This design comes from an exercise in tuning for small area on the open sky130 flow, not from production work.
The RTL was checked by simulation tests, not by an equivalence proof against the original design.
The clock port is modelled as an ideal driver, which makes a skipped or thinned clock tree look cheaper than it is; a real chip needs a root buffer or a tree.

==> v29: inputs <==
// apb_uart
module apb_uart #(
    parameter DATAWIDTH = 8,
    parameter CLK_FREQ  = 100_000_000
)(
    input  wire        PCLK,
    input  wire        PRESETn,
    input  wire [31:0] PADDR,
    input  wire        PSEL,
    input  wire        PENABLE,
    input  wire        PWRITE,
    input  wire [31:0] PWDATA,
    output wire [31:0] PRDATA,
    output reg         PREADY,
    input  wire        rx,
    output wire        tx
);
    reg        tx_en, rx_en, tx_rst, rx_rst;
    reg  [7:0] tx_buf;
    reg        tx_buf_set;       
    reg [31:0] bauddiv;
    reg        bauddiv_set;      
    reg        tx_start;
    wire [7:0] rx_data;
    wire       tx_done, tx_busy;
    wire       rx_done, rx_busy, rx_err;
    wire       tx_done_p, tx_busy_p, rx_done_p, rx_err_p, rx_busy_p;
    wire       s_tick;
    wire [4:0] addr   = PADDR[4:0];
    wire       access = PSEL & PENABLE;
    wire       wr     = access & PWRITE;
    baudrate_gen baud_i (
        .clk   (PCLK),
        .rst_n (PRESETn),
        .tick  (s_tick)
    );
    uart_tx tx_i (
        .clk      (PCLK),
        .rst_n    (PRESETn),
        .tx_rst   (tx_rst),
        .tx_en    (tx_en),
        .tx_start (tx_start),
        .din      (tx_buf),
        .s_tick   (s_tick),
        .tx       (tx),
  ...
export LEC_CHECK = 0
export CAP_MARGIN = 20
export CORE_MARGIN = 2
export CORE_UTILIZATION = 40
export PLACE_DENSITY = 0.6
export SLEW_MARGIN = 20
export BUFFER_PORTS_ARGS = -buffer_cell sky130_fd_sc_hd__buf_1
export GPL_TIMING_DRIVEN = 0
export CTS_ARGS = -sink_clustering_enable -repair_clock_nets -dont_use_dummy_load
export POST_CTS_TCL = /design/flow/flow/post_cts.tcl
create_clock -name core_clock -period 10.0 [get_ports {PCLK}]
standard.sh (not shown) runs the stock make flow with config.mk's settings and CLKGATE_MAP_FILE= SYNTH_SCRIPT=/design/flow/synth_recipe.tcl, a recipe that flattens the netlist after the stock synthesis.
==> flow/flow/run.sh <==
#!/bin/bash
# Layout flow: the standard.sh with these changes.
#  - Synthesis: synth_recipe.tcl unchanged, except that the final abc call
#    (combinational mapping, after flip-flop mapping) uses flow/area.abc, an
#    area-oriented script, and no delay target. Registers are untouched.
#  - Port buffers are buf_1 cells.
#  - No timing-driven global placement; no buffers larger than 4x drive
#    outside the clock tree.
#  - Clock tree: CTS runs as usual (no dummy loads), then its tree is
#    replaced by one root buffer driving a few leaf buffers (clock_tree.tcl).
#  - After CTS, cells on paths with slack are sized down (power recovery).
# Each tool's output goes to a log file in this folder.
set -uo pipefail
W=$PWD
F=$W/flow
{
  cat <<EOT
proc abc {args} {
  set i [lsearch \$args -script]
  if {\$i >= 0} { set args [lreplace \$args \$i [expr {\$i + 1}] -script $F/area.abc] }
  set j [lsearch \$args -D]
  if {\$j >= 0} { set args [lreplace \$args \$j [expr {\$j + 1}]] }
  yosys abc {*}\$args
}
EOT
  cat synth_recipe.tcl
} > my_synth.tcl
sed "s#SYNTH_SCRIPT=[^ ]*#SYNTH_SCRIPT=$W/my_synth.tcl#" standard.sh > my_standard.sh
cat >> config.mk <<EOC
export BUFFER_PORTS_ARGS = -buffer_cell sky130_fd_sc_hd__buf_1
export GPL_TIMING_DRIVEN = 0
export DONT_USE_CELLS += sky130_fd_sc_hd__buf_8 sky130_fd_sc_hd__buf_12 sky130_fd_sc_hd__buf_16 sky130_fd_sc_hd__bufbuf_8 sky130_fd_sc_hd__bufbuf_16 sky130_fd_sc_hd__clkbuf_16
export CTS_ARGS = -sink_clustering_enable -repair_clock_nets -dont_use_dummy_load
export POST_CTS_TCL = $F/post_cts.tcl
EOC
bash my_standard.sh > standard.log 2>&1
==> flow/flow/area.abc <==
strash
&get -n
&deepsyn -T 40
&put
dch -f
amap -m -F 2 -A 40
==> flow/flow/clock_tree.tcl <==
# Replace the clock tree of net PCLK with: PCLK -> one root buffer -> N leaf
# buffers -> the clock sinks, the sinks split into N groups of nearly equal
# size by k-means on their positions (each point goes to the nearest centre
# that still has room), each leaf buffer at its group's centre.
proc my_clock_tree { nleaf leaf_cell root_cell {seed 0} } {
  set db [ord::get_db]
  set block [ord::get_db_block]
  set src [$block findNet PCLK]
  set sinks {}
  set old_insts {}
  set old_nets {}
  set todo [list $src]
  while {[llength $todo]} {
    set net [lindex $todo 0]
    set todo [lrange $todo 1 end]
    foreach it [$net getITerms] {
      if {![$it isInputSignal]} { continue }
      set inst [$it getInst]
      set mname [[$inst getMaster] getName]
      if {[regexp {__(clkbuf|clkinv|buf|inv|clkinvlp|bufinv)_} $mname]} {
        lappend old_insts $inst
        foreach o [$inst getITerms] {
          if {[$o isOutputSignal] && [$o getNet] ne "NULL"} { lappend todo [$o getNet]; lappend old_nets [$o getNet] }
        }
      } else {
        lappend sinks $it
      }
    }
  }
  set pts {}
  foreach it $sinks {
    set b [[$it getInst] getBBox]
    lappend pts [list [expr {([$b xMin] + [$b xMax]) / 2}] [expr {([$b yMin] + [$b yMax]) / 2}]]
  }
  set n [llength $pts]
  # k-means, seeded with points spread along the sorted order
  # seed 0..3: spread the initial centres along x+y, x-y, x or y
  set key [lindex {{$x + $y} {$x - $y} {$x} {$y}} $seed]
  set order [lsort -integer -indices [lmap p $pts {lassign $p x y; expr $key}]]
  set cent {}
  for {set k 0} {$k < $nleaf} {incr k} {
    lappend cent [lindex $pts [lindex $order [expr {int(($k + 0.5) * $n / $nleaf)}]]]
  }
  for {set iter 0} {$iter < 50} {incr iter} {
    set cap [expr {int(ceil(double($n) / $nleaf))}]
    set pairs {}
    set idx 0
    foreach p $pts {
      for {set k 0} {$k < $nleaf} {incr k} {
        set c [lindex $cent $k]
        lappend pairs [list [expr {abs([lindex $p 0] - [lindex $c 0]) + abs([lindex $p 1] - [lindex $c 1])}] $idx $k]
      }
      incr idx
    }
    set asg [lrepeat $n -1]
    set used [lrepeat $nleaf 0]
    foreach pr [lsort -real -index 0 $pairs] {
      lassign $pr d i k
      if {[lindex $asg $i] >= 0 || [lindex $used $k] >= $cap} { continue }
      lset asg $i $k
      lset used $k [expr {[lindex $used $k] + 1}]
    }
    set nc {}
    for {set k 0} {$k < $nleaf} {incr k} {
      set sx 0; set sy 0; set m 0
      foreach p $pts a $asg { if {$a == $k} { incr sx [lindex $p 0]; incr sy [lindex $p 1]; incr m } }
      if {$m > 0} { lappend nc [list [expr {$sx / $m}] [expr {$sy / $m}]] } else { lappend nc [lindex $cent $k] }
    }
    set cent $nc
  }
  puts "my_clock_tree: $n sinks, $nleaf leaves, removing [llength $old_insts] cells"
  foreach it $sinks { $it disconnect }
  foreach inst $old_insts { odb::dbInst_destroy $inst }
  foreach net $old_nets { odb::dbNet_destroy $net }
  set rootnet [odb::dbNet_create $block clknet_root]
  $rootnet setSigType CLOCK
  set root [odb::dbInst_create $block [$db findMaster $root_cell] clkbuf_root]
  [$root findITerm A] connect $src
  [$root findITerm X] connect $rootnet
  set rx 0; set ry 0
  for {set k 0} {$k < $nleaf} {incr k} {
    set net [odb::dbNet_create $block clknet_leaf_$k]
    $net setSigType CLOCK
    set buf [odb::dbInst_create $block [$db findMaster $leaf_cell] clkbuf_leaf_$k]
    [$buf findITerm A] connect $rootnet
    [$buf findITerm X] connect $net
    set c [lindex $cent $k]
    $buf setLocation [lindex $c 0] [lindex $c 1]
    $buf setPlacementStatus PLACED
    incr rx [lindex $c 0]; incr ry [lindex $c 1]
    set m 0
    foreach it $sinks a $asg { if {$a == $k} { $it connect $net; incr m } }
    puts "  leaf $k: $m sinks at $c"
  }
  $root setLocation [expr {$rx / $nleaf}] [expr {$ry / $nleaf}]
  $root setPlacementStatus PLACED
}

# Largest slew at a register clock pin, with placement-estimated parasitics.
proc max_clock_pin_slew { } {
  estimate_parasitics -placement
  set worst 0.0
  foreach pin [get_pins -hierarchical */CLK] {
    set s [get_property $pin slew_max]
    if {$s > $worst} { set worst $s }
  }
  return $worst
}

# Build the smallest tree (fewest leaves, from nmin up) whose estimated clock
# pin slew is at most limit (in the library's time unit, ns); for each leaf
# count, four seedings of the clustering are tried and the best one is kept.
proc fit_clock_tree { nmin nmax limit leaf_cell root_cell } {
  for {set n $nmin} {$n <= $nmax} {incr n} {
    set best -1
    set best_s 1e9
    for {set seed 0} {$seed < 4} {incr seed} {
      my_clock_tree $n $leaf_cell $root_cell $seed
      set s [max_clock_pin_slew]
      puts "fit_clock_tree: $n leaves, seeding $seed, estimated worst clock pin slew $s"
      if {$s < $best_s} { set best_s $s; set best $seed }
    }
    if {$best_s <= $limit || $n == $nmax} {
      my_clock_tree $n $leaf_cell $root_cell $best
      puts "fit_clock_tree: chose $n leaves, seeding $best ($best_s)"
      return $n
    }
  }
}
==> flow/flow/post_cts.tcl <==
source [file dirname [info script]]/clock_tree.tcl
fit_clock_tree 5 12 0.115 sky130_fd_sc_hd__clkbuf_8 sky130_fd_sc_hd__clkbuf_2
detailed_placement
estimate_parasitics -placement
repair_timing -recover_power 100 -setup_margin 0.5
==> v4: changes against v29 <==
--- a/flow/flow/run.sh
+++ b/flow/flow/run.sh
@@ -7,7 +7,7 @@
 #  - No timing-driven global placement; no buffers larger than 4x drive
 #    outside the clock tree.
 #  - Clock tree: CTS runs as usual (no dummy loads), then its tree is
-#    replaced by one root buffer driving a few leaf buffers (clock_tree.tcl).
+#    replaced by one root buffer driving six leaf buffers (clock_tree.tcl).
 #  - After CTS, cells on paths with slack are sized down (power recovery).
 # Each tool's output goes to a log file in this folder.
 set -uo pipefail
==> flow/flow/area.abc (replaced) <==
strash
&get -n
&deepsyn -T 40
&put
dch
amap -F 2 -A 40
==> flow/flow/clock_tree.tcl (replaced) <==
# Replace the clock tree of net PCLK with: PCLK -> one root buffer -> N leaf
# buffers -> the clock sinks, the sinks split into N groups by k-means on
# their positions, each leaf buffer at its group's centre.
proc my_clock_tree { nleaf leaf_cell root_cell } {
  set db [ord::get_db]
  set block [ord::get_db_block]
  set src [$block findNet PCLK]
  set sinks {}
  set old_insts {}
  set old_nets {}
  set todo [list $src]
  while {[llength $todo]} {
    set net [lindex $todo 0]
    set todo [lrange $todo 1 end]
    foreach it [$net getITerms] {
      if {![$it isInputSignal]} { continue }
      set inst [$it getInst]
      set mname [[$inst getMaster] getName]
      if {[regexp {__(clkbuf|clkinv|buf|inv|clkinvlp|bufinv)_} $mname]} {
        lappend old_insts $inst
        foreach o [$inst getITerms] {
          if {[$o isOutputSignal] && [$o getNet] ne "NULL"} { lappend todo [$o getNet]; lappend old_nets [$o getNet] }
        }
      } else {
        lappend sinks $it
      }
    }
  }
  set pts {}
  foreach it $sinks {
    set b [[$it getInst] getBBox]
    lappend pts [list [expr {([$b xMin] + [$b xMax]) / 2}] [expr {([$b yMin] + [$b yMax]) / 2}]]
  }
  set n [llength $pts]
  # k-means, seeded with points spread along the sorted order
  set order [lsort -integer -indices [lmap p $pts {expr {[lindex $p 0] + [lindex $p 1]}}]]
  set cent {}
  for {set k 0} {$k < $nleaf} {incr k} {
    lappend cent [lindex $pts [lindex $order [expr {int(($k + 0.5) * $n / $nleaf)}]]]
  }
  for {set iter 0} {$iter < 50} {incr iter} {
    set asg {}
    foreach p $pts {
      set best 0; set bd 1e30
      for {set k 0} {$k < $nleaf} {incr k} {
        set c [lindex $cent $k]
        set d [expr {abs([lindex $p 0] - [lindex $c 0]) + abs([lindex $p 1] - [lindex $c 1])}]
        if {$d < $bd} { set bd $d; set best $k }
      }
      lappend asg $best
    }
    set nc {}
    for {set k 0} {$k < $nleaf} {incr k} {
      set sx 0; set sy 0; set m 0
      foreach p $pts a $asg { if {$a == $k} { incr sx [lindex $p 0]; incr sy [lindex $p 1]; incr m } }
      if {$m > 0} { lappend nc [list [expr {$sx / $m}] [expr {$sy / $m}]] } else { lappend nc [lindex $cent $k] }
    }
    set cent $nc
  }
  puts "my_clock_tree: $n sinks, $nleaf leaves, removing [llength $old_insts] cells"
  foreach it $sinks { $it disconnect }
  foreach inst $old_insts { odb::dbInst_destroy $inst }
  foreach net $old_nets { odb::dbNet_destroy $net }
  set rootnet [odb::dbNet_create $block clknet_root]
  $rootnet setSigType CLOCK
  set root [odb::dbInst_create $block [$db findMaster $root_cell] clkbuf_root]
  [$root findITerm A] connect $src
  [$root findITerm X] connect $rootnet
  set rx 0; set ry 0
  for {set k 0} {$k < $nleaf} {incr k} {
    set net [odb::dbNet_create $block clknet_leaf_$k]
    $net setSigType CLOCK
    set buf [odb::dbInst_create $block [$db findMaster $leaf_cell] clkbuf_leaf_$k]
    [$buf findITerm A] connect $rootnet
    [$buf findITerm X] connect $net
    set c [lindex $cent $k]
    $buf setLocation [lindex $c 0] [lindex $c 1]
    $buf setPlacementStatus PLACED
    incr rx [lindex $c 0]; incr ry [lindex $c 1]
    set m 0
    foreach it $sinks a $asg { if {$a == $k} { $it connect $net; incr m } }
    puts "  leaf $k: $m sinks at $c"
  }
  $root setLocation [expr {$rx / $nleaf}] [expr {$ry / $nleaf}]
  $root setPlacementStatus PLACED
}
==> flow/flow/post_cts.tcl (replaced) <==
# Replace CTS's clock tree with a smaller two-level one (see clock_tree.tcl),
# legalize, then size down cells on paths with timing slack.
source [file dirname [info script]]/clock_tree.tcl
my_clock_tree 6 sky130_fd_sc_hd__clkbuf_8 sky130_fd_sc_hd__clkbuf_2
detailed_placement
estimate_parasitics -placement
repair_timing -recover_power 100 -setup_margin 0.5
--- a/flow/config.mk
+++ b/flow/config.mk
@@ -7,8 +7,8 @@
 export LEC_CHECK = 0
 export CAP_MARGIN = 20
 export CORE_MARGIN = 2
-export CORE_UTILIZATION = 40
-export PLACE_DENSITY = 0.6
+export CORE_UTILIZATION = 65
+export PLACE_DENSITY = 0.75
 export SLEW_MARGIN = 20
 export BUFFER_PORTS_ARGS = -buffer_cell sky130_fd_sc_hd__buf_1
 export GPL_TIMING_DRIVEN = 0
==> v39: changes against v29 <==
--- a/flow/flow/run.sh
+++ b/flow/flow/run.sh
@@ -7,7 +7,7 @@
 #  - No timing-driven global placement; no buffers larger than 4x drive
 #    outside the clock tree.
 #  - Clock tree: CTS runs as usual (no dummy loads), then its tree is
-#    replaced by one root buffer driving a few leaf buffers (clock_tree.tcl).
+#    replaced by one root buffer driving six leaf buffers (clock_tree.tcl).
 #  - After CTS, cells on paths with slack are sized down (power recovery).
 # Each tool's output goes to a log file in this folder.
 set -uo pipefail
==> flow/flow/area.abc (replaced) <==
strash
&get -n
&deepsyn -T 40
&put
dch -f
amap
==> flow/flow/clock_tree.tcl (replaced) <==
# Replace the clock tree of net PCLK with: PCLK -> one root buffer -> N leaf
# buffers -> the clock sinks, the sinks split into N groups by k-means on
# their positions, each leaf buffer at its group's centre.
proc my_clock_tree { nleaf leaf_cell root_cell } {
  set db [ord::get_db]
  set block [ord::get_db_block]
  set src [$block findNet PCLK]
  set sinks {}
  set old_insts {}
  set old_nets {}
  set todo [list $src]
  while {[llength $todo]} {
    set net [lindex $todo 0]
    set todo [lrange $todo 1 end]
    foreach it [$net getITerms] {
      if {![$it isInputSignal]} { continue }
      set inst [$it getInst]
      set mname [[$inst getMaster] getName]
      if {[regexp {__(clkbuf|clkinv|buf|inv|clkinvlp|bufinv)_} $mname]} {
        lappend old_insts $inst
        foreach o [$inst getITerms] {
          if {[$o isOutputSignal] && [$o getNet] ne "NULL"} { lappend todo [$o getNet]; lappend old_nets [$o getNet] }
        }
      } else {
        lappend sinks $it
      }
    }
  }
  set pts {}
  foreach it $sinks {
    set b [[$it getInst] getBBox]
    lappend pts [list [expr {([$b xMin] + [$b xMax]) / 2}] [expr {([$b yMin] + [$b yMax]) / 2}]]
  }
  set n [llength $pts]
  # k-means, seeded with points spread along the sorted order
  set order [lsort -integer -indices [lmap p $pts {expr {[lindex $p 0] + [lindex $p 1]}}]]
  set cent {}
  for {set k 0} {$k < $nleaf} {incr k} {
    lappend cent [lindex $pts [lindex $order [expr {int(($k + 0.5) * $n / $nleaf)}]]]
  }
  for {set iter 0} {$iter < 50} {incr iter} {
    set asg {}
    foreach p $pts {
      set best 0; set bd 1e30
      for {set k 0} {$k < $nleaf} {incr k} {
        set c [lindex $cent $k]
        set d [expr {abs([lindex $p 0] - [lindex $c 0]) + abs([lindex $p 1] - [lindex $c 1])}]
        if {$d < $bd} { set bd $d; set best $k }
      }
      lappend asg $best
    }
    set nc {}
    for {set k 0} {$k < $nleaf} {incr k} {
      set sx 0; set sy 0; set m 0
      foreach p $pts a $asg { if {$a == $k} { incr sx [lindex $p 0]; incr sy [lindex $p 1]; incr m } }
      if {$m > 0} { lappend nc [list [expr {$sx / $m}] [expr {$sy / $m}]] } else { lappend nc [lindex $cent $k] }
    }
    set cent $nc
  }
  puts "my_clock_tree: $n sinks, $nleaf leaves, removing [llength $old_insts] cells"
  foreach it $sinks { $it disconnect }
  foreach inst $old_insts { odb::dbInst_destroy $inst }
  foreach net $old_nets { odb::dbNet_destroy $net }
  set rootnet [odb::dbNet_create $block clknet_root]
  $rootnet setSigType CLOCK
  set root [odb::dbInst_create $block [$db findMaster $root_cell] clkbuf_root]
  [$root findITerm A] connect $src
  [$root findITerm X] connect $rootnet
  set rx 0; set ry 0
  for {set k 0} {$k < $nleaf} {incr k} {
    set net [odb::dbNet_create $block clknet_leaf_$k]
    $net setSigType CLOCK
    set buf [odb::dbInst_create $block [$db findMaster $leaf_cell] clkbuf_leaf_$k]
    [$buf findITerm A] connect $rootnet
    [$buf findITerm X] connect $net
    set c [lindex $cent $k]
    $buf setLocation [lindex $c 0] [lindex $c 1]
    $buf setPlacementStatus PLACED
    incr rx [lindex $c 0]; incr ry [lindex $c 1]
    set m 0
    foreach it $sinks a $asg { if {$a == $k} { $it connect $net; incr m } }
    puts "  leaf $k: $m sinks at $c"
  }
  $root setLocation [expr {$rx / $nleaf}] [expr {$ry / $nleaf}]
  $root setPlacementStatus PLACED
}
==> flow/flow/post_cts.tcl (replaced) <==
# Replace CTS's clock tree with a smaller two-level one (see clock_tree.tcl),
# legalize, then size down cells on paths with timing slack.
source [file dirname [info script]]/clock_tree.tcl
my_clock_tree 6 sky130_fd_sc_hd__clkbuf_8 sky130_fd_sc_hd__clkbuf_2
detailed_placement
estimate_parasitics -placement
repair_timing -recover_power 100 -setup_margin 0.5
==> results_dict.tcl <==
set metrics [dict create \
    power_uw 604 \
    muxShareOfSynthArea_pct 0 \
    p_leak_nw 1.42 \
    hpwl_mm 4.91 \
    grt_pass1_wl_mm 10.6 \
    dieArea_um2 6260 \
    status "complete, no violations" \
    hold_ws_ps 354 \
    coreArea_um2 5470 \
    crit_end "PRDATA[22]" \
    grt_start_max_net_pins 31 \
    core.rowCount 27 \
    grtUsageTotal_pct 22.0 \
    wl_met3_um 289 \
    fillCellCount 383 \
    pg_seq_uw 421 \
]
That was v4.
==> results_dict.tcl <==
set metrics [dict create \
    crit_end "PRDATA[30]" \
    dieArea_um2 9850 \
    hold_ws_ps 355 \
    hpwl_mm 5.37 \
    p_leak_nw 1.42 \
    power_uw 642 \
    multiInputCombCellCount 153 \
    grt_pass1_wl_mm 11.8 \
    drt_iter0_markers 205 \
    muxShareOfSynthArea_pct 0.310 \
    grt_start_max_net_pins 30 \
    wl_met3_um 258 \
    coreArea_um2 8760 \
    fillCellCount 797 \
    status "complete, no violations" \
]
That was v29.
==> results_dict.tcl <==
set metrics [dict create \
    status "complete, no violations" \
    wl_met3_um 343 \
    dieArea_um2 9940 \
    fillCellCount 807 \
    power_uw 608 \
    p_leak_nw 1.41 \
    hold_ws_ps 357 \
    drcViolationCount 0 \
    core.rowCount 34 \
    grt_start_max_net_pins 29 \
    whs_path_depth 0 \
    setup_slack_ps 3760 \
    muxShareOfSynthArea_pct 0 \
    drive_gt1_share_pct 4.05 \
    ys_ff_latch 96 \
    reg2reg_to "rx_i.pos[3]" \
    hpwl_mm 5.31 \
    coreArea_um2 8810 \
    pg_seq_uw 421 \
    grt_pass1_wl_mm 11.7 \
    grtUsageTotal_pct 14.6 \
]
That was v39.
No run of this note takes its clock network from TritonCTS; it comes from the design's own scripts or RTL.

[re-timing with driven ports]
The results above use ideal ports. As a check the final layouts listed here were re-extracted and re-timed, cells and wires unchanged.
Step 1 (the two cells are an assumption about what drives the block):
set clk [get_ports {PCLK}]
set_driving_cell -lib_cell sky130_fd_sc_hd__clkbuf_16 $clk
set_driving_cell -lib_cell sky130_fd_sc_hd__buf_2 [delete_from_list [all_inputs] $clk]
Step 2 adds t to the input delays and takes it off the output delays; t is the mean of the earliest and latest rising clock arrival at the registers after step 1. Input paths then give back, and output paths get back, about the clock's delay inside the block.
Three values: ideal, step 1, step 2; two values: the first two.
run | t (ns) | setup slack, ns | worst setup path at the end | worst register clock-pin slew, ns | pins driven straight from the clock port
v29 | 0.532 | 3.866 / 3.842 / 3.842 | input to output | 0.12 / 0.12 | 1
v4 | 0.512 | 3.886 / 3.866 / 3.866 | input to output | 0.11 / 0.11 | 1
v39 | 0.528 | 3.763 / 3.742 / 3.742 | input to output | 0.11 / 0.11 | 1
After both steps every run listed still meets setup and hold. The setup slack of v29, which loses most, moves by -0.024 ns with the drivers and by -0.024 ns with both steps.
